Context: an optimization exercise on an open-source flow, tuned for small area, a short achievable clock period and few clock cycles. The choices shown serve that exercise and are no tape-out recipe.
Only simulation tests tie the RTL to the original design; equivalence was not proved.

### design.v
module CONVEX(
input               CLK,
input               RST,
input       [4:0]   PT_XY,
output              READ_PT,
output reg  [9:0]   DROP_X,
output reg  [9:0]   DROP_Y,
output reg          DROP_V);
reg  [2:0]  rx_cnt;
reg  [19:0] rx;
reg         rx_full;
reg  [19:0] pn;
reg         pn_v;
reg  [1:0]  npts;
reg         rp_n;                           
assign      READ_PT = !rp_n;
wire        accept   = READ_PT && (rx_cnt == 3'd0 || rx_cnt == 3'd1);
wire [2:0]  rx_cnt_n = accept ? 3'd4 : (rx_cnt != 3'd0 ? rx_cnt - 3'd1 : 3'd0);
wire        rx_done  = (rx_cnt == 3'd1);
wire        pn_take;                        
wire        pn_free  = !pn_v || pn_take;
wire        rx_move  = rx_full && pn_free;
wire        rx_byp   = rx_done && pn_free;
wire        rx_full_n = (rx_done && !pn_free) || (rx_full && !rx_move);
wire        pn_v_n    = rx_move || rx_byp || (pn_v && !pn_take);
always @(posedge CLK) begin
    if (rx_cnt != 3'd0) rx <= {rx[14:0], PT_XY};
    if (rx_move)     pn <= rx;
    else if (rx_byp) pn <= {rx[14:0], PT_XY};
end
always @(posedge CLK or posedge RST) begin
    if (RST) begin
        rx_cnt  <= 3'd0;
        rx_full <= 1'b0;
        pn_v    <= 1'b0;
        rp_n    <= 1'b0;
    end
    else begin
        rx_cnt  <= rx_cnt_n;
        rx_full <= rx_full_n;
        pn_v    <= pn_v_n;
        rp_n    <= !(!rx_full_n && (rx_cnt_n == 3'd0 || (rx_cnt_n == 3'd1 && !pn_v_n)));
    end
end
reg  [19:0] Q [0:11];
reg  [3:0]  cnt;
wire        pop;
reg  [1:0]  npush;
reg  [19:0] D0, D1;
wire [3:0]  base = cnt - {3'd0, pop};
wire        s3_v, s3_first, s3_last, s3_vis;
wire [19:0] s3_A;
reg  [12:0] at;                             
integer k, j;
always @(*) begin
    for (k = 0; k < 13; k = k + 1) at[k] = (cnt == k);
end
wire        base_odd = cnt[0] ^ pop;
wire [19:0] DE = base_odd ? D1 : D0;        
wire [19:0] DO = base_odd ? D0 : D1;        
always @(posedge CLK) begin
    for (j = 0; j < 12; j = j + 1) begin
        if (pop ? (at[j+1] || at[j]) : (at[j] || (j > 0 && at[(j > 0) ? j - 1 : 0])))
            Q[j] <= (j % 2 == 0) ? DE : DO;
        else if (pop && j < 11)
            Q[j] <= Q[(j < 11) ? j + 1 : 11];
    end
end
always @(posedge CLK or posedge RST) begin
    if (RST) cnt <= 4'd0;
    else     cnt <= vout ? cnt_n1 : cnt_n0;
end
reg         in_pass, need_last;
reg  [3:0]  popcnt;
reg  [19:0] PREV, PT, R0;
reg         r0_ok;                          
reg         fin;                            
reg  [3:0]  Hp;                             
wire        fin_set;
wire [3:0]  Hp_new;
wire        all_popped = fin && (popcnt == Hp);
wire        last_is = in_pass && need_last && r0_ok;
wire        start   = (!in_pass || last_is) && pn_v && npts == 2'd2 && cnt != 4'd0;
wire        direct  = pn_v && npts != 2'd2;             
wire        mid_pop = in_pass && !need_last && !all_popped && cnt != 4'd0;
assign      pop     = start || mid_pop;
assign      pn_take = start || direct;
wire        issue   = mid_pop || last_is;
wire [19:0] B       = need_last ? R0 : Q[0];
always @(posedge CLK) begin
    if (start) PT <= pn;
    if (pop) PREV <= Q[0];
end
always @(posedge CLK or posedge RST) begin
    if (RST) begin
        in_pass   <= 1'b0;
        need_last <= 1'b0;
        popcnt    <= 4'd0;
        npts      <= 2'd0;
        fin       <= 1'b0;
        Hp        <= 4'd0;
    end
    else begin
        if (direct) begin
            npts <= npts + 2'd1;
            if (npts == 2'd1) begin
                fin <= 1'b1;
                Hp  <= 4'd2;
            end
        end
        if (last_is) begin
            in_pass   <= 1'b0;
            need_last <= 1'b0;
            fin       <= 1'b0;
        end
        if (start) begin
            in_pass <= 1'b1;
            popcnt  <= 4'd1;
        end
        else if (mid_pop) begin
            popcnt <= popcnt + 4'd1;
            if (fin && popcnt + 4'd1 == Hp) need_last <= 1'b1;
        end
        else if (in_pass && !need_last && all_popped)
            need_last <= 1'b1;
        if (fin_set) begin
            fin <= 1'b1;
            Hp  <= Hp_new;
        end
    end
end
reg         s1_v, s1_first, s1_last;
reg  [19:0] s1_A;
reg  [10:0] s1_aX, s1_nY;
reg  [5:0]  s1_oneY, s1_twoY, s1_negY, s1_oneX, s1_twoX, s1_negX;
reg         s2_v, s2_first, s2_last;
reg  [19:0] s2_A;
reg  [22:0] s2_r0, s2_r1, s2_r2;
function [17:0] booth;
    input [10:0] m;
    reg   [12:0] e;
    integer k;
    begin
        e = {m[10], m, 1'b0};
        for (k = 0; k < 6; k = k + 1) begin
            booth[k]      = e[2*k+1] ^ e[2*k];
            booth[6 + k]  = (e[2*k+2] & ~e[2*k+1] & ~e[2*k]) | (~e[2*k+2] & e[2*k+1] & e[2*k]);
            booth[12 + k] = e[2*k+2];
        end
    end
endfunction
wire [10:0] i_bX = {1'b0, B[19:10]} - {1'b0, PT[19:10]};
wire [10:0] i_bY = {1'b0, B[9:0]}   - {1'b0, PT[9:0]};
always @(posedge CLK) begin
    s1_A  <= PREV;
    s1_aX <= {1'b0, PREV[19:10]} - {1'b0, PT[19:10]};
    s1_nY <= {1'b0, PT[9:0]}     - {1'b0, PREV[9:0]};
    {s1_negY, s1_twoY, s1_oneY} <= booth(i_bY);
    {s1_negX, s1_twoX, s1_oneX} <= booth(i_bX);
    s1_first <= (popcnt == 4'd1);
    s1_last  <= need_last;
end
wire [22:0] cs_r0, cs_r1, cs_r2;
CXS cxs(.aX(s1_aX), .nY(s1_nY),
        .oneY(s1_oneY), .twoY(s1_twoY), .negY(s1_negY),
        .oneX(s1_oneX), .twoX(s1_twoX), .negX(s1_negX),
        .r0(cs_r0), .r1(cs_r1), .r2(cs_r2));
always @(posedge CLK) begin
    s2_A  <= s1_A;
    s2_r0 <= cs_r0;
    s2_r1 <= cs_r1;
    s2_r2 <= cs_r2;
    s2_first <= s1_first;
    s2_last  <= s1_last;
end
wire [22:0] cs_s = s2_r0 ^ s2_r1 ^ s2_r2;
wire [22:0] cs_c = {(s2_r0[21:0] & s2_r1[21:0]) | (s2_r0[21:0] & s2_r2[21:0]) | (s2_r1[21:0] & s2_r2[21:0]), 1'b0};
wire [22:0] cs_t = cs_s + cs_c;
assign      s3_v     = s2_v;
assign      s3_first = s2_first;
assign      s3_last  = s2_last;
assign      s3_vis   = cs_t[22];
assign      s3_A     = s2_A;
always @(posedge CLK or posedge RST) begin
    if (RST) begin
        s1_v <= 1'b0;
        s2_v <= 1'b0;
    end
    else begin
        s1_v <= issue;
        s2_v <= s1_v;
    end
end
reg         prev_vis, vis0, anyvis;
reg  [19:0] PD;
reg  [3:0]  Hrun;
reg         pend, pend_drop0, pend_ins0, pend_inside;
wire        vin   = prev_vis;
wire        vout  = s3_vis;
wire        dec   = s3_v && !s3_first;
wire        drop  = dec && vin && vout;
wire        ins   = dec && vout && !vin;
wire        drop0 = vout && vis0;
wire        ins0  = vis0 && !vout;
wire [3:0]  Hrun_m2 = Hrun - 4'd2;
wire [3:0]  Hrun_m1 = Hrun - 4'd1;
wire [3:0]  Hrun_p1 = Hrun + 4'd1;
wire [3:0]  Hrun_n  = !vout ? Hrun : vin ? Hrun_m1 : Hrun_p1;
assign      fin_set = dec && s3_last;
wire [3:0]  Hp_v0   = vis0 ? Hrun_p1 : Hrun;
wire [3:0]  Hp_v1   = vin ? (vis0 ? Hrun_m2 : Hrun_m1) : (vis0 ? Hrun : Hrun_p1);
assign      Hp_new  = vout ? Hp_v1 : Hp_v0;
wire [1:0]  pend_n  = pend_drop0 ? 2'd0 : pend_ins0 ? 2'd2 : 2'd1;
wire [1:0]  npush0  = direct ? 2'd1 : pend ? pend_n : dec ? 2'd1 : 2'd0;
wire [1:0]  npush1  = direct ? 2'd1 : pend ? pend_n : dec ? (vin ? 2'd0 : 2'd2) : 2'd0;
wire [3:0]  cnt_n0  = (npush0 == 2'd0) ? base : (npush0 == 2'd1) ? base + 4'd1 : base + 4'd2;
wire [3:0]  cnt_n1  = (npush1 == 2'd0) ? base : (npush1 == 2'd1) ? base + 4'd1 : base + 4'd2;
always @(*) begin
    npush = vout ? npush1 : npush0;
    D0 = direct ? pn : pend ? R0 : s3_A;
    D1 = PD;
end
always @(posedge CLK) begin
    if (s3_v && s3_first) begin
        R0 <= s3_A;
        PD <= PT;
        vis0 <= s3_vis;
        prev_vis <= s3_vis;
        anyvis <= s3_vis;
        Hrun <= Hp;
    end
    else if (dec) begin
        prev_vis <= s3_vis;
        anyvis <= anyvis | s3_vis;
        Hrun <= Hrun_n;
    end
    if (fin_set) begin
        pend_drop0  <= drop0;
        pend_ins0   <= ins0;
        pend_inside <= !(anyvis || vout);
    end
end
always @(posedge CLK or posedge RST) begin
    if (RST) begin
        pend  <= 1'b0;
        r0_ok <= 1'b0;
    end
    else begin
        pend  <= fin_set;
        r0_ok <= start ? 1'b0 : (s3_v && s3_first) ? 1'b1 : r0_ok;
    end
end
always @(posedge CLK) begin
    if (pend)
        {DROP_X, DROP_Y} <= pend_drop0 ? R0 : PD;
    else
        {DROP_X, DROP_Y} <= s3_A;
end
always @(posedge CLK or posedge RST) begin
    if (RST) DROP_V <= 1'b0;
    else     DROP_V <= pend ? (pend_drop0 || pend_inside) : drop;
end
endmodule
module CXS(input [10:0] aX, input [10:0] nY,
           input [5:0] oneY, input [5:0] twoY, input [5:0] negY,
           input [5:0] oneX, input [5:0] twoX, input [5:0] negX,
           output [22:0] r0, output [22:0] r1, output [22:0] r2);
wire pY0_0 = ((oneY[0] & aX[0]) | (twoY[0] & 1'b0)) ^ negY[0];
wire pY0_1 = ((oneY[0] & aX[1]) | (twoY[0] & aX[0])) ^ negY[0];
wire pY0_2 = ((oneY[0] & aX[2]) | (twoY[0] & aX[1])) ^ negY[0];
wire pY0_3 = ((oneY[0] & aX[3]) | (twoY[0] & aX[2])) ^ negY[0];
wire pY0_4 = ((oneY[0] & aX[4]) | (twoY[0] & aX[3])) ^ negY[0];
wire pY0_5 = ((oneY[0] & aX[5]) | (twoY[0] & aX[4])) ^ negY[0];
wire pY0_6 = ((oneY[0] & aX[6]) | (twoY[0] & aX[5])) ^ negY[0];
wire pY0_7 = ((oneY[0] & aX[7]) | (twoY[0] & aX[6])) ^ negY[0];
wire pY0_8 = ((oneY[0] & aX[8]) | (twoY[0] & aX[7])) ^ negY[0];
wire pY0_9 = ((oneY[0] & aX[9]) | (twoY[0] & aX[8])) ^ negY[0];
wire pY0_10 = ((oneY[0] & aX[10]) | (twoY[0] & aX[9])) ^ negY[0];
wire pY0_11 = ((oneY[0] & aX[10]) | (twoY[0] & aX[10])) ^ negY[0];
wire pY1_0 = ((oneY[1] & aX[0]) | (twoY[1] & 1'b0)) ^ negY[1];
wire pY1_1 = ((oneY[1] & aX[1]) | (twoY[1] & aX[0])) ^ negY[1];
wire pY1_2 = ((oneY[1] & aX[2]) | (twoY[1] & aX[1])) ^ negY[1];
wire pY1_3 = ((oneY[1] & aX[3]) | (twoY[1] & aX[2])) ^ negY[1];
wire pY1_4 = ((oneY[1] & aX[4]) | (twoY[1] & aX[3])) ^ negY[1];
wire pY1_5 = ((oneY[1] & aX[5]) | (twoY[1] & aX[4])) ^ negY[1];
wire pY1_6 = ((oneY[1] & aX[6]) | (twoY[1] & aX[5])) ^ negY[1];
wire pY1_7 = ((oneY[1] & aX[7]) | (twoY[1] & aX[6])) ^ negY[1];
wire pY1_8 = ((oneY[1] & aX[8]) | (twoY[1] & aX[7])) ^ negY[1];
wire pY1_9 = ((oneY[1] & aX[9]) | (twoY[1] & aX[8])) ^ negY[1];
wire pY1_10 = ((oneY[1] & aX[10]) | (twoY[1] & aX[9])) ^ negY[1];
wire pY1_11 = ((oneY[1] & aX[10]) | (twoY[1] & aX[10])) ^ negY[1];
wire pY2_0 = ((oneY[2] & aX[0]) | (twoY[2] & 1'b0)) ^ negY[2];
wire pY2_1 = ((oneY[2] & aX[1]) | (twoY[2] & aX[0])) ^ negY[2];
wire pY2_2 = ((oneY[2] & aX[2]) | (twoY[2] & aX[1])) ^ negY[2];
wire pY2_3 = ((oneY[2] & aX[3]) | (twoY[2] & aX[2])) ^ negY[2];
wire pY2_4 = ((oneY[2] & aX[4]) | (twoY[2] & aX[3])) ^ negY[2];
wire pY2_5 = ((oneY[2] & aX[5]) | (twoY[2] & aX[4])) ^ negY[2];
wire pY2_6 = ((oneY[2] & aX[6]) | (twoY[2] & aX[5])) ^ negY[2];
wire pY2_7 = ((oneY[2] & aX[7]) | (twoY[2] & aX[6])) ^ negY[2];
wire pY2_8 = ((oneY[2] & aX[8]) | (twoY[2] & aX[7])) ^ negY[2];
wire pY2_9 = ((oneY[2] & aX[9]) | (twoY[2] & aX[8])) ^ negY[2];
wire pY2_10 = ((oneY[2] & aX[10]) | (twoY[2] & aX[9])) ^ negY[2];
wire pY2_11 = ((oneY[2] & aX[10]) | (twoY[2] & aX[10])) ^ negY[2];
wire pY3_0 = ((oneY[3] & aX[0]) | (twoY[3] & 1'b0)) ^ negY[3];
wire pY3_1 = ((oneY[3] & aX[1]) | (twoY[3] & aX[0])) ^ negY[3];
wire pY3_2 = ((oneY[3] & aX[2]) | (twoY[3] & aX[1])) ^ negY[3];
wire pY3_3 = ((oneY[3] & aX[3]) | (twoY[3] & aX[2])) ^ negY[3];
wire pY3_4 = ((oneY[3] & aX[4]) | (twoY[3] & aX[3])) ^ negY[3];
wire pY3_5 = ((oneY[3] & aX[5]) | (twoY[3] & aX[4])) ^ negY[3];
wire pY3_6 = ((oneY[3] & aX[6]) | (twoY[3] & aX[5])) ^ negY[3];
wire pY3_7 = ((oneY[3] & aX[7]) | (twoY[3] & aX[6])) ^ negY[3];
wire pY3_8 = ((oneY[3] & aX[8]) | (twoY[3] & aX[7])) ^ negY[3];
wire pY3_9 = ((oneY[3] & aX[9]) | (twoY[3] & aX[8])) ^ negY[3];
wire pY3_10 = ((oneY[3] & aX[10]) | (twoY[3] & aX[9])) ^ negY[3];
wire pY3_11 = ((oneY[3] & aX[10]) | (twoY[3] & aX[10])) ^ negY[3];
wire pY4_0 = ((oneY[4] & aX[0]) | (twoY[4] & 1'b0)) ^ negY[4];
wire pY4_1 = ((oneY[4] & aX[1]) | (twoY[4] & aX[0])) ^ negY[4];
wire pY4_2 = ((oneY[4] & aX[2]) | (twoY[4] & aX[1])) ^ negY[4];
wire pY4_3 = ((oneY[4] & aX[3]) | (twoY[4] & aX[2])) ^ negY[4];
wire pY4_4 = ((oneY[4] & aX[4]) | (twoY[4] & aX[3])) ^ negY[4];
wire pY4_5 = ((oneY[4] & aX[5]) | (twoY[4] & aX[4])) ^ negY[4];
wire pY4_6 = ((oneY[4] & aX[6]) | (twoY[4] & aX[5])) ^ negY[4];
wire pY4_7 = ((oneY[4] & aX[7]) | (twoY[4] & aX[6])) ^ negY[4];
wire pY4_8 = ((oneY[4] & aX[8]) | (twoY[4] & aX[7])) ^ negY[4];
wire pY4_9 = ((oneY[4] & aX[9]) | (twoY[4] & aX[8])) ^ negY[4];
wire pY4_10 = ((oneY[4] & aX[10]) | (twoY[4] & aX[9])) ^ negY[4];
wire pY4_11 = ((oneY[4] & aX[10]) | (twoY[4] & aX[10])) ^ negY[4];
wire pY5_0 = ((oneY[5] & aX[0]) | (twoY[5] & 1'b0)) ^ negY[5];
wire pY5_1 = ((oneY[5] & aX[1]) | (twoY[5] & aX[0])) ^ negY[5];
wire pY5_2 = ((oneY[5] & aX[2]) | (twoY[5] & aX[1])) ^ negY[5];
wire pY5_3 = ((oneY[5] & aX[3]) | (twoY[5] & aX[2])) ^ negY[5];
wire pY5_4 = ((oneY[5] & aX[4]) | (twoY[5] & aX[3])) ^ negY[5];
wire pY5_5 = ((oneY[5] & aX[5]) | (twoY[5] & aX[4])) ^ negY[5];
wire pY5_6 = ((oneY[5] & aX[6]) | (twoY[5] & aX[5])) ^ negY[5];
wire pY5_7 = ((oneY[5] & aX[7]) | (twoY[5] & aX[6])) ^ negY[5];
wire pY5_8 = ((oneY[5] & aX[8]) | (twoY[5] & aX[7])) ^ negY[5];
wire pY5_9 = ((oneY[5] & aX[9]) | (twoY[5] & aX[8])) ^ negY[5];
wire pY5_10 = ((oneY[5] & aX[10]) | (twoY[5] & aX[9])) ^ negY[5];
wire pY5_11 = ((oneY[5] & aX[10]) | (twoY[5] & aX[10])) ^ negY[5];
wire pX0_0 = ((oneX[0] & nY[0]) | (twoX[0] & 1'b0)) ^ negX[0];
wire pX0_1 = ((oneX[0] & nY[1]) | (twoX[0] & nY[0])) ^ negX[0];
wire pX0_2 = ((oneX[0] & nY[2]) | (twoX[0] & nY[1])) ^ negX[0];
wire pX0_3 = ((oneX[0] & nY[3]) | (twoX[0] & nY[2])) ^ negX[0];
wire pX0_4 = ((oneX[0] & nY[4]) | (twoX[0] & nY[3])) ^ negX[0];
wire pX0_5 = ((oneX[0] & nY[5]) | (twoX[0] & nY[4])) ^ negX[0];
wire pX0_6 = ((oneX[0] & nY[6]) | (twoX[0] & nY[5])) ^ negX[0];
wire pX0_7 = ((oneX[0] & nY[7]) | (twoX[0] & nY[6])) ^ negX[0];
wire pX0_8 = ((oneX[0] & nY[8]) | (twoX[0] & nY[7])) ^ negX[0];
wire pX0_9 = ((oneX[0] & nY[9]) | (twoX[0] & nY[8])) ^ negX[0];
wire pX0_10 = ((oneX[0] & nY[10]) | (twoX[0] & nY[9])) ^ negX[0];
wire pX0_11 = ((oneX[0] & nY[10]) | (twoX[0] & nY[10])) ^ negX[0];
wire pX1_0 = ((oneX[1] & nY[0]) | (twoX[1] & 1'b0)) ^ negX[1];
wire pX1_1 = ((oneX[1] & nY[1]) | (twoX[1] & nY[0])) ^ negX[1];
wire pX1_2 = ((oneX[1] & nY[2]) | (twoX[1] & nY[1])) ^ negX[1];
wire pX1_3 = ((oneX[1] & nY[3]) | (twoX[1] & nY[2])) ^ negX[1];
wire pX1_4 = ((oneX[1] & nY[4]) | (twoX[1] & nY[3])) ^ negX[1];
wire pX1_5 = ((oneX[1] & nY[5]) | (twoX[1] & nY[4])) ^ negX[1];
wire pX1_6 = ((oneX[1] & nY[6]) | (twoX[1] & nY[5])) ^ negX[1];
wire pX1_7 = ((oneX[1] & nY[7]) | (twoX[1] & nY[6])) ^ negX[1];
wire pX1_8 = ((oneX[1] & nY[8]) | (twoX[1] & nY[7])) ^ negX[1];
wire pX1_9 = ((oneX[1] & nY[9]) | (twoX[1] & nY[8])) ^ negX[1];
wire pX1_10 = ((oneX[1] & nY[10]) | (twoX[1] & nY[9])) ^ negX[1];
wire pX1_11 = ((oneX[1] & nY[10]) | (twoX[1] & nY[10])) ^ negX[1];
wire pX2_0 = ((oneX[2] & nY[0]) | (twoX[2] & 1'b0)) ^ negX[2];
wire pX2_1 = ((oneX[2] & nY[1]) | (twoX[2] & nY[0])) ^ negX[2];
wire pX2_2 = ((oneX[2] & nY[2]) | (twoX[2] & nY[1])) ^ negX[2];
wire pX2_3 = ((oneX[2] & nY[3]) | (twoX[2] & nY[2])) ^ negX[2];
wire pX2_4 = ((oneX[2] & nY[4]) | (twoX[2] & nY[3])) ^ negX[2];
wire pX2_5 = ((oneX[2] & nY[5]) | (twoX[2] & nY[4])) ^ negX[2];
wire pX2_6 = ((oneX[2] & nY[6]) | (twoX[2] & nY[5])) ^ negX[2];
wire pX2_7 = ((oneX[2] & nY[7]) | (twoX[2] & nY[6])) ^ negX[2];
wire pX2_8 = ((oneX[2] & nY[8]) | (twoX[2] & nY[7])) ^ negX[2];
wire pX2_9 = ((oneX[2] & nY[9]) | (twoX[2] & nY[8])) ^ negX[2];
wire pX2_10 = ((oneX[2] & nY[10]) | (twoX[2] & nY[9])) ^ negX[2];
wire pX2_11 = ((oneX[2] & nY[10]) | (twoX[2] & nY[10])) ^ negX[2];
wire pX3_0 = ((oneX[3] & nY[0]) | (twoX[3] & 1'b0)) ^ negX[3];
wire pX3_1 = ((oneX[3] & nY[1]) | (twoX[3] & nY[0])) ^ negX[3];
wire pX3_2 = ((oneX[3] & nY[2]) | (twoX[3] & nY[1])) ^ negX[3];
wire pX3_3 = ((oneX[3] & nY[3]) | (twoX[3] & nY[2])) ^ negX[3];
wire pX3_4 = ((oneX[3] & nY[4]) | (twoX[3] & nY[3])) ^ negX[3];
wire pX3_5 = ((oneX[3] & nY[5]) | (twoX[3] & nY[4])) ^ negX[3];
wire pX3_6 = ((oneX[3] & nY[6]) | (twoX[3] & nY[5])) ^ negX[3];
wire pX3_7 = ((oneX[3] & nY[7]) | (twoX[3] & nY[6])) ^ negX[3];
wire pX3_8 = ((oneX[3] & nY[8]) | (twoX[3] & nY[7])) ^ negX[3];
wire pX3_9 = ((oneX[3] & nY[9]) | (twoX[3] & nY[8])) ^ negX[3];
wire pX3_10 = ((oneX[3] & nY[10]) | (twoX[3] & nY[9])) ^ negX[3];
wire pX3_11 = ((oneX[3] & nY[10]) | (twoX[3] & nY[10])) ^ negX[3];
wire pX4_0 = ((oneX[4] & nY[0]) | (twoX[4] & 1'b0)) ^ negX[4];
wire pX4_1 = ((oneX[4] & nY[1]) | (twoX[4] & nY[0])) ^ negX[4];
wire pX4_2 = ((oneX[4] & nY[2]) | (twoX[4] & nY[1])) ^ negX[4];
wire pX4_3 = ((oneX[4] & nY[3]) | (twoX[4] & nY[2])) ^ negX[4];
wire pX4_4 = ((oneX[4] & nY[4]) | (twoX[4] & nY[3])) ^ negX[4];
wire pX4_5 = ((oneX[4] & nY[5]) | (twoX[4] & nY[4])) ^ negX[4];
wire pX4_6 = ((oneX[4] & nY[6]) | (twoX[4] & nY[5])) ^ negX[4];
wire pX4_7 = ((oneX[4] & nY[7]) | (twoX[4] & nY[6])) ^ negX[4];
wire pX4_8 = ((oneX[4] & nY[8]) | (twoX[4] & nY[7])) ^ negX[4];
wire pX4_9 = ((oneX[4] & nY[9]) | (twoX[4] & nY[8])) ^ negX[4];
wire pX4_10 = ((oneX[4] & nY[10]) | (twoX[4] & nY[9])) ^ negX[4];
wire pX4_11 = ((oneX[4] & nY[10]) | (twoX[4] & nY[10])) ^ negX[4];
wire pX5_0 = ((oneX[5] & nY[0]) | (twoX[5] & 1'b0)) ^ negX[5];
wire pX5_1 = ((oneX[5] & nY[1]) | (twoX[5] & nY[0])) ^ negX[5];
wire pX5_2 = ((oneX[5] & nY[2]) | (twoX[5] & nY[1])) ^ negX[5];
wire pX5_3 = ((oneX[5] & nY[3]) | (twoX[5] & nY[2])) ^ negX[5];
wire pX5_4 = ((oneX[5] & nY[4]) | (twoX[5] & nY[3])) ^ negX[5];
wire pX5_5 = ((oneX[5] & nY[5]) | (twoX[5] & nY[4])) ^ negX[5];
wire pX5_6 = ((oneX[5] & nY[6]) | (twoX[5] & nY[5])) ^ negX[5];
wire pX5_7 = ((oneX[5] & nY[7]) | (twoX[5] & nY[6])) ^ negX[5];
wire pX5_8 = ((oneX[5] & nY[8]) | (twoX[5] & nY[7])) ^ negX[5];
wire pX5_9 = ((oneX[5] & nY[9]) | (twoX[5] & nY[8])) ^ negX[5];
wire pX5_10 = ((oneX[5] & nY[10]) | (twoX[5] & nY[9])) ^ negX[5];
wire pX5_11 = ((oneX[5] & nY[10]) | (twoX[5] & nY[10])) ^ negX[5];
wire neg5s = negY[5] ^ negX[5];
wire neg5c = negY[5] & negX[5];
wire w1 = pY0_6 ^ pY1_4;
wire w2 = pY0_6 & pY1_4;
wire w3 = pY0_8 ^ pY1_6 ^ pY2_4;
wire w4 = (pY0_8 & pY1_6) | (pY0_8 & pY2_4) | (pY1_6 & pY2_4);
wire w5 = pY3_2 ^ pY4_0;
wire w6 = pY3_2 & pY4_0;
wire w7 = pY0_9 ^ pY1_7 ^ pY2_5;
wire w8 = (pY0_9 & pY1_7) | (pY0_9 & pY2_5) | (pY1_7 & pY2_5);
wire w9 = pY3_3 ^ pY4_1;
wire w10 = pY3_3 & pY4_1;
wire w11 = pY0_10 ^ pY1_8 ^ pY2_6;
wire w12 = (pY0_10 & pY1_8) | (pY0_10 & pY2_6) | (pY1_8 & pY2_6);
wire w13 = pY3_4 ^ pY4_2 ^ pY5_0;
wire w14 = (pY3_4 & pY4_2) | (pY3_4 & pY5_0) | (pY4_2 & pY5_0);
wire w15 = pX0_10 ^ pX1_8 ^ pX2_6;
wire w16 = (pX0_10 & pX1_8) | (pX0_10 & pX2_6) | (pX1_8 & pX2_6);
wire w17 = ~pY0_11 ^ pY1_9 ^ pY2_7;
wire w18 = (~pY0_11 & pY1_9) | (~pY0_11 & pY2_7) | (pY1_9 & pY2_7);
wire w19 = pY3_5 ^ pY4_3 ^ pY5_1;
wire w20 = (pY3_5 & pY4_3) | (pY3_5 & pY5_1) | (pY4_3 & pY5_1);
wire w21 = ~pX0_11 ^ pX1_9 ^ pX2_7;
wire w22 = (~pX0_11 & pX1_9) | (~pX0_11 & pX2_7) | (pX1_9 & pX2_7);
wire w23 = pX3_5 ^ pX4_3;
wire w24 = pX3_5 & pX4_3;
wire w25 = pY1_10 ^ pY2_8 ^ pY3_6;
wire w26 = (pY1_10 & pY2_8) | (pY1_10 & pY3_6) | (pY2_8 & pY3_6);
wire w27 = pY4_4 ^ pY5_2 ^ pX1_10;
wire w28 = (pY4_4 & pY5_2) | (pY4_4 & pX1_10) | (pY5_2 & pX1_10);
wire w29 = pX2_8 ^ pX3_6 ^ pX4_4;
wire w30 = (pX2_8 & pX3_6) | (pX2_8 & pX4_4) | (pX3_6 & pX4_4);
wire w31 = ~pY1_11 ^ pY2_9 ^ pY3_7;
wire w32 = (~pY1_11 & pY2_9) | (~pY1_11 & pY3_7) | (pY2_9 & pY3_7);
wire w33 = pY4_5 ^ pY5_3 ^ ~pX1_11;
wire w34 = (pY4_5 & pY5_3) | (pY4_5 & ~pX1_11) | (pY5_3 & ~pX1_11);
wire w35 = pX2_9 ^ pX3_7;
wire w36 = pX2_9 & pX3_7;
wire w37 = pY2_10 ^ pY3_8 ^ pY4_6;
wire w38 = (pY2_10 & pY3_8) | (pY2_10 & pY4_6) | (pY3_8 & pY4_6);
wire w39 = ~pY2_11 ^ pY3_9;
wire w40 = ~pY2_11 & pY3_9;
wire w41 = pY0_4 ^ pY1_2 ^ pY2_0;
wire w42 = (pY0_4 & pY1_2) | (pY0_4 & pY2_0) | (pY1_2 & pY2_0);
wire w43 = pY0_5 ^ pY1_3;
wire w44 = pY0_5 & pY1_3;
wire w45 = w1 ^ pY2_2 ^ pY3_0;
wire w46 = (w1 & pY2_2) | (w1 & pY3_0) | (pY2_2 & pY3_0);
wire w47 = negY[3] ^ pX0_6 ^ pX1_4;
wire w48 = (negY[3] & pX0_6) | (negY[3] & pX1_4) | (pX0_6 & pX1_4);
wire w49 = pY0_7 ^ pY1_5 ^ pY2_3;
wire w50 = (pY0_7 & pY1_5) | (pY0_7 & pY2_3) | (pY1_5 & pY2_3);
wire w51 = pY3_1 ^ pX0_7 ^ pX1_5;
wire w52 = (pY3_1 & pX0_7) | (pY3_1 & pX1_5) | (pX0_7 & pX1_5);
wire w53 = pX2_3 ^ pX3_1;
wire w54 = pX2_3 & pX3_1;
wire w55 = w3 ^ w5 ^ negY[4];
wire w56 = (w3 & w5) | (w3 & negY[4]) | (w5 & negY[4]);
wire w57 = pX0_8 ^ pX1_6 ^ pX2_4;
wire w58 = (pX0_8 & pX1_6) | (pX0_8 & pX2_4) | (pX1_6 & pX2_4);
wire w59 = pX3_2 ^ pX4_0 ^ negX[4];
wire w60 = (pX3_2 & pX4_0) | (pX3_2 & negX[4]) | (pX4_0 & negX[4]);
wire w61 = w7 ^ w9 ^ pX0_9;
wire w62 = (w7 & w9) | (w7 & pX0_9) | (w9 & pX0_9);
wire w63 = pX1_7 ^ pX2_5 ^ pX3_3;
wire w64 = (pX1_7 & pX2_5) | (pX1_7 & pX3_3) | (pX2_5 & pX3_3);
wire w65 = pX4_1 ^ w4 ^ w6;
wire w66 = (pX4_1 & w4) | (pX4_1 & w6) | (w4 & w6);
wire w67 = w11 ^ w13 ^ w15;
wire w68 = (w11 & w13) | (w11 & w15) | (w13 & w15);
wire w69 = pX3_4 ^ pX4_2 ^ pX5_0;
wire w70 = (pX3_4 & pX4_2) | (pX3_4 & pX5_0) | (pX4_2 & pX5_0);
wire w71 = neg5s ^ w8 ^ w10;
wire w72 = (neg5s & w8) | (neg5s & w10) | (w8 & w10);
wire w73 = w17 ^ w19 ^ w21;
wire w74 = (w17 & w19) | (w17 & w21) | (w19 & w21);
wire w75 = w23 ^ pX5_1 ^ neg5c;
wire w76 = (w23 & pX5_1) | (w23 & neg5c) | (pX5_1 & neg5c);
wire w77 = w12 ^ w14 ^ w16;
wire w78 = (w12 & w14) | (w12 & w16) | (w14 & w16);
wire w79 = w25 ^ w27 ^ w29;
wire w80 = (w25 & w27) | (w25 & w29) | (w27 & w29);
wire w81 = pX5_2 ^ 1'b1 ^ w18;
wire w82 = (pX5_2 & 1'b1) | (pX5_2 & w18) | (1'b1 & w18);
wire w83 = w20 ^ w22 ^ w24;
wire w84 = (w20 & w22) | (w20 & w24) | (w22 & w24);
wire w85 = w31 ^ w33 ^ w35;
wire w86 = (w31 & w33) | (w31 & w35) | (w33 & w35);
wire w87 = pX4_5 ^ pX5_3 ^ 1'b1;
wire w88 = (pX4_5 & pX5_3) | (pX4_5 & 1'b1) | (pX5_3 & 1'b1);
wire w89 = w26 ^ w28 ^ w30;
wire w90 = (w26 & w28) | (w26 & w30) | (w28 & w30);
wire w91 = w37 ^ pY5_4 ^ pX2_10;
wire w92 = (w37 & pY5_4) | (w37 & pX2_10) | (pY5_4 & pX2_10);
wire w93 = pX3_8 ^ pX4_6 ^ pX5_4;
wire w94 = (pX3_8 & pX4_6) | (pX3_8 & pX5_4) | (pX4_6 & pX5_4);
wire w95 = w32 ^ w34 ^ w36;
wire w96 = (w32 & w34) | (w32 & w36) | (w34 & w36);
wire w97 = w39 ^ pY4_7 ^ pY5_5;
wire w98 = (w39 & pY4_7) | (w39 & pY5_5) | (pY4_7 & pY5_5);
wire w99 = ~pX2_11 ^ pX3_9 ^ pX4_7;
wire w100 = (~pX2_11 & pX3_9) | (~pX2_11 & pX4_7) | (pX3_9 & pX4_7);
wire w101 = pX5_5 ^ 1'b1 ^ w38;
wire w102 = (pX5_5 & 1'b1) | (pX5_5 & w38) | (1'b1 & w38);
wire w103 = pY3_10 ^ pY4_8 ^ pY5_6;
wire w104 = (pY3_10 & pY4_8) | (pY3_10 & pY5_6) | (pY4_8 & pY5_6);
wire w105 = pX3_10 ^ pX4_8 ^ pX5_6;
wire w106 = (pX3_10 & pX4_8) | (pX3_10 & pX5_6) | (pX4_8 & pX5_6);
wire w107 = ~pY3_11 ^ pY4_9 ^ pY5_7;
wire w108 = (~pY3_11 & pY4_9) | (~pY3_11 & pY5_7) | (pY4_9 & pY5_7);
wire w109 = ~pX3_11 ^ pX4_9;
wire w110 = ~pX3_11 & pX4_9;
wire w111 = pY0_2 ^ pY1_0 ^ negY[1];
wire w112 = (pY0_2 & pY1_0) | (pY0_2 & negY[1]) | (pY1_0 & negY[1]);
wire w113 = pY0_3 ^ pY1_1;
wire w114 = pY0_3 & pY1_1;
wire w115 = w41 ^ negY[2] ^ pX0_4;
wire w116 = (w41 & negY[2]) | (w41 & pX0_4) | (negY[2] & pX0_4);
wire w117 = pX1_2 ^ pX2_0;
wire w118 = pX1_2 & pX2_0;
wire w119 = w43 ^ pY2_1 ^ pX0_5;
wire w120 = (w43 & pY2_1) | (w43 & pX0_5) | (pY2_1 & pX0_5);
wire w121 = pX1_3 ^ pX2_1 ^ w42;
wire w122 = (pX1_3 & pX2_1) | (pX1_3 & w42) | (pX2_1 & w42);
wire w123 = w45 ^ w47 ^ pX2_2;
wire w124 = (w45 & w47) | (w45 & pX2_2) | (w47 & pX2_2);
wire w125 = pX3_0 ^ negX[3] ^ w44;
wire w126 = (pX3_0 & negX[3]) | (pX3_0 & w44) | (negX[3] & w44);
wire w127 = w49 ^ w51 ^ w53;
wire w128 = (w49 & w51) | (w49 & w53) | (w51 & w53);
wire w129 = w2 ^ w46 ^ w48;
wire w130 = (w2 & w46) | (w2 & w48) | (w46 & w48);
wire w131 = w55 ^ w57 ^ w59;
wire w132 = (w55 & w57) | (w55 & w59) | (w57 & w59);
wire w133 = w50 ^ w52 ^ w54;
wire w134 = (w50 & w52) | (w50 & w54) | (w52 & w54);
wire w135 = w61 ^ w63 ^ w65;
wire w136 = (w61 & w63) | (w61 & w65) | (w63 & w65);
wire w137 = w56 ^ w58 ^ w60;
wire w138 = (w56 & w58) | (w56 & w60) | (w58 & w60);
wire w139 = w67 ^ w69 ^ w71;
wire w140 = (w67 & w69) | (w67 & w71) | (w69 & w71);
wire w141 = w62 ^ w64 ^ w66;
wire w142 = (w62 & w64) | (w62 & w66) | (w64 & w66);
wire w143 = w73 ^ w75 ^ w77;
wire w144 = (w73 & w75) | (w73 & w77) | (w75 & w77);
wire w145 = w68 ^ w70 ^ w72;
wire w146 = (w68 & w70) | (w68 & w72) | (w70 & w72);
wire w147 = w79 ^ w81 ^ w83;
wire w148 = (w79 & w81) | (w79 & w83) | (w81 & w83);
wire w149 = w74 ^ w76 ^ w78;
wire w150 = (w74 & w76) | (w74 & w78) | (w76 & w78);
wire w151 = w85 ^ w87 ^ w89;
wire w152 = (w85 & w87) | (w85 & w89) | (w87 & w89);
wire w153 = w80 ^ w82 ^ w84;
wire w154 = (w80 & w82) | (w80 & w84) | (w82 & w84);
wire w155 = w91 ^ w93 ^ w95;
wire w156 = (w91 & w93) | (w91 & w95) | (w93 & w95);
wire w157 = w86 ^ w88 ^ w90;
wire w158 = (w86 & w88) | (w86 & w90) | (w88 & w90);
wire w159 = w97 ^ w99 ^ w101;
wire w160 = (w97 & w99) | (w97 & w101) | (w99 & w101);
wire w161 = w92 ^ w94 ^ w96;
wire w162 = (w92 & w94) | (w92 & w96) | (w94 & w96);
wire w163 = w103 ^ w105 ^ w40;
wire w164 = (w103 & w105) | (w103 & w40) | (w105 & w40);
wire w165 = w98 ^ w100 ^ w102;
wire w166 = (w98 & w100) | (w98 & w102) | (w100 & w102);
wire w167 = w107 ^ w109 ^ pX5_7;
wire w168 = (w107 & w109) | (w107 & pX5_7) | (w109 & pX5_7);
wire w169 = 1'b1 ^ w104 ^ w106;
wire w170 = (1'b1 & w104) | (1'b1 & w106) | (w104 & w106);
wire w171 = pY4_10 ^ pY5_8 ^ pX4_10;
wire w172 = (pY4_10 & pY5_8) | (pY4_10 & pX4_10) | (pY5_8 & pX4_10);
wire w173 = pX5_8 ^ w108 ^ w110;
wire w174 = (pX5_8 & w108) | (pX5_8 & w110) | (w108 & w110);
wire w175 = ~pY4_11 ^ pY5_9 ^ ~pX4_11;
wire w176 = (~pY4_11 & pY5_9) | (~pY4_11 & ~pX4_11) | (pY5_9 & ~pX4_11);
wire w177 = pX5_9 ^ 1'b1;
wire w178 = pX5_9 & 1'b1;
wire w179 = pY0_0 ^ negY[0];
wire w180 = pY0_0 & negY[0];
wire w181 = w111 ^ pX0_2;
wire w182 = w111 & pX0_2;
wire w183 = w113 ^ pX0_3 ^ pX1_1;
wire w184 = (w113 & pX0_3) | (w113 & pX1_1) | (pX0_3 & pX1_1);
wire w185 = w115 ^ w117 ^ negX[2];
wire w186 = (w115 & w117) | (w115 & negX[2]) | (w117 & negX[2]);
wire w187 = w119 ^ w121 ^ w116;
wire w188 = (w119 & w121) | (w119 & w116) | (w121 & w116);
wire w189 = w123 ^ w125 ^ w120;
wire w190 = (w123 & w125) | (w123 & w120) | (w125 & w120);
wire w191 = w127 ^ w129 ^ w124;
wire w192 = (w127 & w129) | (w127 & w124) | (w129 & w124);
wire w193 = w131 ^ w133 ^ w128;
wire w194 = (w131 & w133) | (w131 & w128) | (w133 & w128);
wire w195 = w135 ^ w137 ^ w132;
wire w196 = (w135 & w137) | (w135 & w132) | (w137 & w132);
wire w197 = w139 ^ w141 ^ w136;
wire w198 = (w139 & w141) | (w139 & w136) | (w141 & w136);
wire w199 = w143 ^ w145 ^ w140;
wire w200 = (w143 & w145) | (w143 & w140) | (w145 & w140);
wire w201 = w147 ^ w149 ^ w144;
wire w202 = (w147 & w149) | (w147 & w144) | (w149 & w144);
wire w203 = w151 ^ w153 ^ w148;
wire w204 = (w151 & w153) | (w151 & w148) | (w153 & w148);
wire w205 = w155 ^ w157 ^ w152;
wire w206 = (w155 & w157) | (w155 & w152) | (w157 & w152);
wire w207 = w159 ^ w161 ^ w156;
wire w208 = (w159 & w161) | (w159 & w156) | (w161 & w156);
wire w209 = w163 ^ w165 ^ w160;
wire w210 = (w163 & w165) | (w163 & w160) | (w165 & w160);
wire w211 = w167 ^ w169 ^ w164;
wire w212 = (w167 & w169) | (w167 & w164) | (w169 & w164);
wire w213 = w171 ^ w173 ^ w168;
wire w214 = (w171 & w173) | (w171 & w168) | (w173 & w168);
wire w215 = w175 ^ w177 ^ w172;
wire w216 = (w175 & w177) | (w175 & w172) | (w177 & w172);
wire w217 = pY5_10 ^ pX5_10 ^ w176;
wire w218 = (pY5_10 & pX5_10) | (pY5_10 & w176) | (pX5_10 & w176);
wire w219 = ~pY5_11 ^ ~pX5_11;
wire w220 = ~pY5_11 & ~pX5_11;
assign r0 = {w220, w219, w217, w215, w213, w211, w209, w207, w205, w203, w201, w199, w197, w195, w193, w191, w189, w187, w185, w183, w181, pY0_1, w179};
assign r1 = {1'b0, 1'b1, w178, w174, w170, w166, w162, w158, w154, w150, w146, w142, w138, w134, w130, w126, w122, w118, w114, w112, pX1_0, pX0_1, pX0_0};
assign r2 = {1'b0, w218, w216, w214, w212, w210, w208, w206, w204, w202, w200, w198, w196, w194, w192, w190, w188, w186, w184, w182, negX[1], w180, negX[0]};
endmodule
### run.sh
#!/bin/bash
# synth_recipe.tcl (not shown) runs the flow's synth.tcl, then flattens the netlist and writes it again
# the make line also repeats each setting of config.mk as NAME=value (left out here)
make -C /OpenROAD-flow-scripts/flow DESIGN_CONFIG=/design/flow/config.mk WORK_HOME=/design/flow/orfs CLKGATE_MAP_FILE= SYNTH_SCRIPT=/design/flow/synth_recipe.tcl finish
### config.mk
export PLATFORM = sky130hd
export DESIGN_NAME = CONVEX
export DESIGN_NICKNAME = CONVEX
export VERILOG_FILES = /design/flow/design.v
export SDC_FILE = /design/flow/constraint.sdc
export NUM_CORES = 4
export LEC_CHECK = 0
export CAP_MARGIN = 20
export CORE_MARGIN = 2
export CORE_UTILIZATION = 55
export CTS_CLUSTER_DIAMETER = 100
export CTS_CLUSTER_SIZE = 25
export SETUP_SLACK_MARGIN = 5
export SLEW_MARGIN = 20
### constraint.sdc
create_clock -name core_clock -period 8.5 [get_ports {CLK}]
set_input_delay 1.7000 -clock core_clock [delete_from_list [all_inputs] [get_ports {CLK}]]
set_output_delay 1.7000 -clock core_clock [all_outputs]
set_load 0.01 [all_outputs]
==> results of run 1 <==
-- cells in the mapped netlist, types with 7 or more instances --
cell type	n
nor2_1	222
a21o_1	23
xor2_1	81
a22oi_1	101
nand2b_1	14
mux2i_1	55
inv_1	249
mux2_2	42
o21ai_1	63
buf_1	24
buf_2	34
a21oi_2	10
edfxtp_1	370
fa_1	112
nand3_1	17
o21ai_0	111
nor2b_1	12
clkbuf_1	79
dfxtp_1	186
ha_1	95
xnor2_1	118
nand2_1	212
dfrtp_1	28
a21oi_1	199
o21bai_1	7
-- flip-flops by register name, summed over array words and instances (netlist names), 5 cells and up --
signal   count
s1_twoY      5
Q          240
DROP_Y      10
s1_negY      6
s2_A        20
s2_r0       23
s1_negX      6
s1_oneY      6
PT          20
rx          20
s1_aX       11
PREV        20
s1_oneX      6
s2_r1       21
PD          20
pn          20
s1_twoX      5
R0          20
s1_A        20
s2_r2       22
DROP_X      10
s1_nY       11
-- path summary, 6_finish.rpt --
kind | startpoint | to | slack [ns] | depth (start not counted)
setup / recovery | cnt[1] | cnt[2] | 5.08 | 15
hold / removal | s1_A[0] | s2_A[0] | 0.33 | 0
setup reg to reg | cnt[1] | cnt[2] | 5.08 | 15
hold reg to reg | s1_A[0] | s2_A[0] | 0.33 | 0
max in group asynchronous | RST | cnt[1] | 6.75 | 3
min in group asynchronous | RST | cnt[1] | 1.45 | 3
-- per-layer routing --
metal / global-route usage [%] / up-vias / share of wire, %
met1: 34.01 / 9120 / 42
met2: 46.33 / 516 / 51
met5: 0 / - / 0
met3: 3.064 / 115 / 5.1
met4: 7.166 / 0 / 2.6
li1: - / 8569 / -
-- layout by cell type, fill, tap and decap left out, types with 7 or more instances in the layout --
cell type,count
edfxtp_1,370
nand2b_1,14
dfxtp_1,171
clkbuf_16,31
mux2i_1,53
nor2b_1,10
fa_1,112
ha_1,92
clkbuf_1,17
inv_1,245
a21oi_1,192
o21bai_1,7
dfxtp_2,15
buf_4,30
xnor2_1,117
o21ai_0,105
a22oi_1,101
nand2_1,206
xor2_1,81
a21oi_2,16
mux2_2,42
clkdlybuf4s50_1,28
nand3_1,17
nand2_2,7
o21ai_1,61
dfrtp_1,23
a21o_1,23
nor2_1,220
-- cell families after synthesis --
kind of cell	count (synthesis)	share of synthesized area, %
mux	97	3.563
fa+ha+maj	207	11.94
flops	584	54.07
compound gates	550	11.27
simple gates	522	7.648
xor+xnor	202	6.237
buf+inv	390	5.270
-- metrics by stage --
stage | instance area, um^2 | setup slack, ns | std cells
final | 30890 | 5.083 | 3215
after global routing | 30890 | 4.891 | 3215
after CTS | 30750 | 4.867 | 3209
after detailed placement | 29620 | 3.367 | 3141
after global placement | 29620 | 3.448 | 3141
after floorplan | 28800 | 4.997 | 2552
-- worst max-delay path: cells and delay by family, from the launching register on --
family                     cells  cell delay [ns]
muxes                          1             0.28
buffers and inverters          4             0.50
DFF                            1             0.55
AOI/OAI and AO/OA              2             0.28
adders and majority gates      2             0.43
and+or+nand+nor                5             1.00
xor gates and xnor gates       1             0.25
-- area by class of cell --
class	instances	area share [%]
flip-flops and latches	584	50.38
multi-input cells	1579	38.76
inverters	251	3.083
well taps	680	2.755
clock buffers	48	2.718
repair buffers	68	2.159
clock inverters	4	0.1256
repair inverters	1	0.01620
-- what timing repair did --
action	4_1_cts	5_1_grt
hold endpoints to repair	0	0
buffers inserted	13	6
endpoints found under the setup margin	286	76
pin swaps	16	2
gates cloned	3	0
gates resized for setup	22	34
==> impl_metrics.ini, run 1 <==
[finish]
multi_input_area_um2 = 11970
ff_latch_area_um2 = 15560
fin_util_pct = 59.96
areaGrowthSynthToFinish_pct = 7.513
nFillCells = 4352
antenna_cells = 0
num-nets-final = 2727
drive_gt1_share_pct = 8.166

[logic_synthesis]
synthArstFlopShare_pct = 4.795
synth.top_cell.area_share_pct = 38.67
synth-seq-cells = 584
synthTopCellsByArea = edfxtp_1, dfxtp_1, fa_1
syn_area_per_cell_um2 = 11.26
syn_area_um2 = 28730
synth-edff-count = 370
ys_types = 65
yosysTopAreaCell = edfxtp_1
synth-main-ff-cell = edfxtp_1
ys_seq_area_share_pct = 54.07
synth_nets = 2766
synth_cells = 2552
ys_warn_count = 2

[clock_tree]
clk_pin_slew_ns = 0.11
clock_tree.buffer_depth = 3
ctsHoldBuffers = 0
numCtsBuffers = 28
clk_latency_ns = 0.62
tritoncts = done
htreeDepth = 1
clock-sinks = 584
cts_root_buf = clkbuf_16

[route]
drt-pass1-iter-count = 5
dr_total_vias = 18320
drc_errors = 0
wirelength_mm = 69.51
wl_per_cell_um = 21.62
viasPerCell = 5.698
ant_nets = 0
drtIter0Drc = 1409

[global_routing]
grt_max_degree = 65
grt_overflow = 0
grt_pass1_wl_mm = 107.4
gr-usage-all-layers_pct = 26.16
antenna_found_initial = 0
grt_pass1_vias = 18320

[sta]
setup_viol = 0
max_freq_ghz = 0.2927
worstMarginPinSlew_ns = 1.094
max-slew-margin-rel_pct = 26.77
fin_crit_ns = 3.417
holdWs_ns = 0.3337
finalCritPeriodShare_pct = 40.20
rsz0062_at_grt = yes
final-max-slew-violation-count = 0
finalHoldViolCount = 0
setup_tns_ns = 0
skew_ns = 0.02472

[worst_setup_path]
crit_chain = or4_4, nand2_4, nor2_4, nor2_8, clkinvlp_4, buf_4, ha_1, xnor2_2, inv_1, ha_2, inv_1, nor2_1, mux2_2, a221oi_2, a31oi_1
worstPathMaxFanout = 10
crit_path_start_kind = register
path_common_cell = inv_1
critPathKind = reg -> reg
endpoint_kind = register
worstPathRequired_ns = 9.00
critPathMaxStageDelay_ns = 0.59
slowest_stage = or4_4
worstPathArrival_ns = 3.92

[die]
fp.coreArea_um2 = 51510
die_w_um = 232.5
dieArea_um2 = 54080
row_count = 83
io_pins = 29
start_util_pct = 55.77
dieHeight_um = 232.5

[worst_hold_path]
hold_path_class = reg -> reg

[placement]
place_hpwl_mm = 46.97
io_buffers = 28
place_congestion = 0.9921

[run]
maxCapViolations = 0

[run_status]
status = finished clean
Testbench counts, summed over its fixed seeds: cycles 24,019.
==> run 2: changes to the inputs <==
--- a/config.mk
+++ b/config.mk
@@ -10,4 +10,2 @@
 export CORE_UTILIZATION = 55
-export CTS_CLUSTER_DIAMETER = 100
-export CTS_CLUSTER_SIZE = 25
 export SETUP_SLACK_MARGIN = 5
==> run 2 against run 1 <==
Against the previous run: first-iteration DRC count grew 7.2%; via count grew 1.4%; clock-buffer cell count grew 32; wire length grew 0.39%; fmax shrank 0.14%; synthesized cell count is the same; clock skew grew 0.0031 ns; critical path depth shrank 1; area after synthesis is the same; highest routed layer unchanged.
==> impl_metrics.ini, run 2 <==
[logic_synthesis]
synth-edff-count = 370
synth-seq-cells = 584
synthArstFlopShare_pct = 4.795
ys_seq_area_share_pct = 54.07
syn_area_per_cell_um2 = 11.26
synth.top_cell.area_share_pct = 38.67
netlist_top_cells_count = edfxtp_1, inv_1, nor2_1
ys_types = 65
ys_warn_count = 2
synth_cells = 2552
yosysTopAreaCell = edfxtp_1
yosysMostFrequentCell = edfxtp_1
synthTopCellsByArea = edfxtp_1, dfxtp_1, fa_1
synth_nets = 2766
syn_area_um2 = 28730
synth-main-ff-cell = edfxtp_1

[finish]
largest_reg_flops = 240
fin_cells = 3270
num-nets-final = 2754
drive_gt1_share_pct = 9.266
fin_util_pct = 61.77
areaGrowthSynthToFinish_pct = 10.75
antenna_cells = 0
layout_common_cells = edfxtp_1, inv_1, nor2_1, nand2_1, a21oi_1
final_area_um2 = 31820
largestRegisters = Q x240, s2_r0 x23, s2_r2 x22
regMostFlops = Q
layout_commonest_cell = edfxtp_1

[worst_setup_path]
r2r-end = Hp[3]
critPathKind = reg -> reg
endpoint_kind = register
crit_chain = inv_2, fa_1, inv_2, ha_4, a21o_1, a211o_1, o211ai_1, nand4_1, a31oi_4, xnor2_4, buf_8, mux2i_2, xor2_1, a22o_1
slowest_stage = fa_1
worst_path_dominant_cell_family = compound AO/OA/AOI/OAI gates
path_common_cell = inv_2
critPathMaxStageDelay_ns = 0.54
reg2regPathDepth = 14
r2r_setup_slack_ns = 5.08
worstPathMaxFanout = 5
rr_startpoint = s2_r2[3]
worstPathArrival_ns = 3.93
cp-startpoint = s2_r2[3]
cp_num_buf_inv = 3
crit_path_start_kind = register
worstPathRequired_ns = 9.00

[sta]
skew_ns = 0.02781
fin_crit_ns = 3.422
worstMarginPinSlew_ns = 1.073
finalHoldViolCount = 0
final-max-slew-violation-count = 0
setup_viol = 0
setup_tns_ns = 0
rsz0062_at_grt = yes
finalCritPeriodShare_pct = 40.26
max-slew-margin-rel_pct = 28.21
max_freq_ghz = 0.2922

[clock_tree]
htreeDepth = 2
clk_pin_slew_ns = 0.06
cts_root_buf = clkbuf_16
tritoncts = done
clk_latency_ns = 0.63
clock_tree.buffer_depth = 3
numCtsBuffers = 60
clock-sinks = 584

[worst_hold_path]
whs_endpoint = s2_A[8]
hold_path_class = reg -> reg
min_from = s1_A[8]
hold_depth = 0

[die]
row_count = 83
io_pins = 29
die_w_um = 232.5
dieArea_um2 = 54080
fp.coreArea_um2 = 51510
dieHeight_um = 232.5
start_util_pct = 55.77

[route]
dr_total_vias = 18570
wl_per_cell_um = 21.34
drc_errors = 0
wirelength_mm = 69.79
viasPerCell = 5.679
ant_nets = 0
drt-pass1-iter-count = 5
drtIter0Drc = 1510

[global_routing]
gr-usage-all-layers_pct = 26.49
grt_max_degree = 65
grt_pass1_wl_mm = 108.1
grt_pass1_vias = 18620
antenna_found_initial = 1
grt_overflow = 0

[run_status]
status = finished clean

[run]
maxCapViolations = 0

[placement]
dp.cells = 3141
place_congestion = 0.9921
io_buffers = 28
placed_area_um2 = 29620
place_hpwl_mm = 46.97

[power]
run 2: cell counts after synthesis:
No cell type changed its count.
run 2: worst max path at each step:
stage / end / slack (ns) / depth (start not counted)
floorplan: cnt[2] / 5.00 / 16
global placement: cnt[2] / 3.45 / 13
detailed placement: cnt[2] / 3.37 / 13
CTS: Hp[3] / 4.91 / 14
global route: Hp[3] / 4.90 / 14
finish: Hp[3] / 5.08 / 14
run 2: metal layers:
metal | track usage (%) | vias up | wire [um]
met5 | 0 | - | 0
met4 | 9.494 | 0 | 2373
met3 | 3.922 | 159 | 4323
met2 | 46.02 | 663 | 34910
met1 | 33.74 | 9083 | 28180
li1 | - | 8665 | -
run 2: stage by stage:
stage / hold WS, ns / setup WS [ns]
after detailed placement: 0.3121 / 3.367
after global placement: 0.3102 / 3.448
final: 0.3151 / 5.078
after CTS: 0.3269 / 4.908
after global routing: 0.3329 / 4.903
after floorplan: 0.3096 / 4.997
run 2: layout make-up:
class	count	area [um^2]
Sequential cell	584	15560
Inverter	251	952.2
Clock inverter	32	262.8
Tap cell	680	850.8
Timing Repair inverter	1	5.005
Timing Repair Buffer	63	623.1
Clock buffer	80	1607
Multi-Input combinational cell	1579	11960
Fill cell	4244	19690
run 2: timing repair:
action                                  CTS  global route
cloned                                    3             0
endpoints found under the setup margin  286            45
hold buffers                              0             0
setup buffers                            12             2
resized for setup                        20            26
endpoints found under the hold margin     0             0
pin swaps                                15             2
run 2: logic make-up (layout without fill, tap and decap cells):
family | count (synthesis) | in the layout | share of synthesized area [%]
AOI/OAI and AO/OA | 550 | 550 | 11.27
buffers and inverters | 390 | 427 | 5.270
adders and majority gates | 207 | 207 | 11.94
and+or+nand+nor | 522 | 523 | 7.648
DFF | 584 | 584 | 54.07
muxes | 97 | 97 | 3.563
xor gates and xnor gates | 202 | 202 | 6.237
==> run 3: changes to the inputs <==
--- a/config.mk
+++ b/config.mk
@@ -10,2 +10,4 @@
 export CORE_UTILIZATION = 55
+export CTS_CLUSTER_DIAMETER = 120
+export CTS_CLUSTER_SIZE = 20
 export SETUP_SLACK_MARGIN = 5
==> run 3 against run 2 <==
Against the previous run: via count shrank 0.47%; core utilization shrank 1.6 points; register-to-register slack gained 0.02 ns; clock-buffer cell count shrank 20; first-iteration DRC count shrank 2.2%; critical endpoint unchanged; highest routed layer unchanged.
==> impl_metrics.ini, run 3 <==
[finish]
regMostFlops = Q
drive_gt1_share_pct = 7.937
num-nets-final = 2733
layout_commonest_cell = edfxtp_1
nFillCells = 4345
largestRegisters = Q x240, s2_r0 x23, s2_r2 x22
largest_reg_flops = 240
antenna_cells = 0
areaGrowthSynthToFinish_pct = 7.905
layout_common_cells = edfxtp_1, inv_1, nor2_1, nand2_1, a21oi_1

[sta]
finalCritPeriodShare_pct = 40.08
rsz0062_at_grt = yes
max_freq_ghz = 0.2935
setup_tns_ns = 0
finalHoldViolCount = 0
skew_ns = 0.03884
final-max-slew-violation-count = 0
fin_crit_ns = 3.407
setup_viol = 0
worstMarginPinSlew_ns = 1.081
max-slew-margin-rel_pct = 27.64

[route]
dr_total_vias = 18480
viasPerCell = 5.731
wirelength_mm = 69.65
drc_errors = 0
ant_nets = 0
drtIter0Drc = 1477
wl_per_cell_um = 21.60
drt-pass1-iter-count = 6

[worst_setup_path]
worstPathArrival_ns = 3.89
path_common_cell = inv_2
crit_path_start_kind = register
endpoint_kind = register
worstPathRequired_ns = 8.98
critPathKind = reg -> reg
worst_path_dominant_cell_family = compound AO/OA/AOI/OAI gates
slowest_stage = fa_1
crit_chain = inv_2, fa_1, inv_2, ha_4, a21o_1, a211o_1, o211ai_1, nand4_1, a31oi_4, xnor2_4, buf_8, mux2i_2, xor2_1, a22o_1
worstPathMaxFanout = 5
critPathMaxStageDelay_ns = 0.54
cp_num_buf_inv = 3

[clock_tree]
numCtsBuffers = 35
ctsHoldBuffers = 0
tritoncts = done
cts_root_buf = clkbuf_16
clock_tree.buffer_depth = 3
clk_latency_ns = 0.60
htreeDepth = 2
clock-sinks = 584
clk_pin_slew_ns = 0.08

[global_routing]
grt_pass1_wl_mm = 107.5
grt_max_degree = 65
gr-usage-all-layers_pct = 26.34
grt_pass1_vias = 18470
grt_overflow = 0
antenna_found_initial = 1

[logic_synthesis]
synth-edff-count = 370
ys_warn_count = 2
netlist_top_cells_count = edfxtp_1, inv_1, nor2_1
synthArstFlopShare_pct = 4.795
syn_area_per_cell_um2 = 11.26
synth_cells = 2552
ys_types = 65
yosysMostFrequentCell = edfxtp_1
synth.top_cell.area_share_pct = 38.67
synth-main-ff-cell = edfxtp_1
syn_area_um2 = 28730
ys_seq_area_share_pct = 54.07
synthTopCellsByArea = edfxtp_1, dfxtp_1, fa_1
yosysTopAreaCell = edfxtp_1
synth-seq-cells = 584
synth_nets = 2766

[die]
dieArea_um2 = 54080
dieHeight_um = 232.5
die_w_um = 232.5
io_pins = 29
row_count = 83
fp.coreArea_um2 = 51510
start_util_pct = 55.77

[placement]
place_congestion = 0.9921
place_hpwl_mm = 46.97
io_buffers = 28

[run]
maxCapViolations = 0

[run_status]
status = finished clean

[worst_hold_path]
hold_path_class = reg -> reg
## run 3: final timing paths
kind                               start         to  slack, ns  depth (start not counted)
worst max-delay path            s2_r2[3]      Hp[3]       5.09                         14
worst min-delay path             s1_A[8]    s2_A[8]       0.32                          0
worst max register to register  s2_r2[3]      Hp[3]       5.09                         14
worst min register to register   s1_A[8]    s2_A[8]       0.32                          0
max in group asynchronous            RST  need_last       6.71                          3
min in group asynchronous            RST     cnt[1]       1.48                          3
## run 3: through the flow
stage	hold slack [ns]	cells	util (%)	area (um^2)	setup WS, ns
6_report	0.3230	3225	60.18	31000	5.093
5_1_grt	0.3339	3225	60.18	31000	4.898
4_1_cts	0.3243	3219	59.97	30890	4.934
3_5_place_dp	0.3121	3141	57.51	29620	3.367
3_3_place_gp	0.3102	3141	57.51	29620	3.448
2_1_floorplan	0.3096	2552	-	28800	4.997
## run 3: area by class of cell
type	count	area, um^2	area share (%)
multi-input combinational	1579	11970	38.60
timing repair buffer	67	633.1	2.042
inverter	251	952.2	3.072
tap	680	850.8	2.745
sequential	584	15560	50.20
timing repair inverter	1	5.005	0.01614
clock buffer	60	991.0	3.197
clock inverter	3	41.29	0.1332
## run 3: cells by family after synthesis
| group | count (synthesis) | share of synthesized area, % |
|---|---|---|
| DFF | 584 | 54.07 |
| AOI/OAI and AO/OA | 550 | 11.27 |
| and+or+nand+nor | 522 | 7.648 |
| buffers and inverters | 390 | 5.270 |
| adders and majority gates | 207 | 11.94 |
| xor gates and xnor gates | 202 | 6.237 |
| muxes | 97 | 3.563 |
## run 3: routing by layer
layer  vias to the layer above  global-route usage (%)  part of all wire, %  wire (um)
li1                       8594                       -                    -          -
met1                      9156                   33.98                   41      28600
met2                       595                   45.84                   50      34860
met3                       138                   3.346                  5.6       3894
met4                         0                   9.176                  3.3       2297
met5                         -                       0                    0          0
## run 3: repair_timing
| action | CTS | global route |
|---|---|---|
| buffers inserted | 12 | 6 |
| pin swaps | 15 | 2 |
| endpoints found under the hold margin | 0 | 0 |
| resized for setup | 20 | 25 |
| cloned | 3 | 0 |
| setup endpoints to repair | 284 | 66 |

-- afterwards: timing with drivers on the ports --
Ports are ideal in the flow. The routed layouts listed here were re-timed in OpenROAD. Step 1: set_driving_cell puts a clkbuf_16 on CLK and a buf_2 on each other input, an assumption about the parent block. Step 2 times the ports against the registers' clock, not the clock port: input delays grow and output delays shrink by t, the midpoint of the rising clock arrivals with the driver on. a / b / c = ideal / step 1 / step 2; a / b = the first two.
run	shift t [ns]	setup slack, ns	hold WS [ns]	clock arrival spread, ns	worst data-port slew with drivers (ns)
run 1	0.665	5.083 / 5.083 / 5.083	0.334 / 0.334 / 0.334	0.028 / 0.028	0.04
run 2	0.687	5.078 / 5.078 / 5.078	0.315 / 0.315 / 0.315	0.033 / 0.034	0.04
run 3	0.641	5.093 / 5.093 / 5.093	0.323 / 0.323 / 0.323	0.039 / 0.039	0.04
After both steps setup and hold are still met in every run listed.
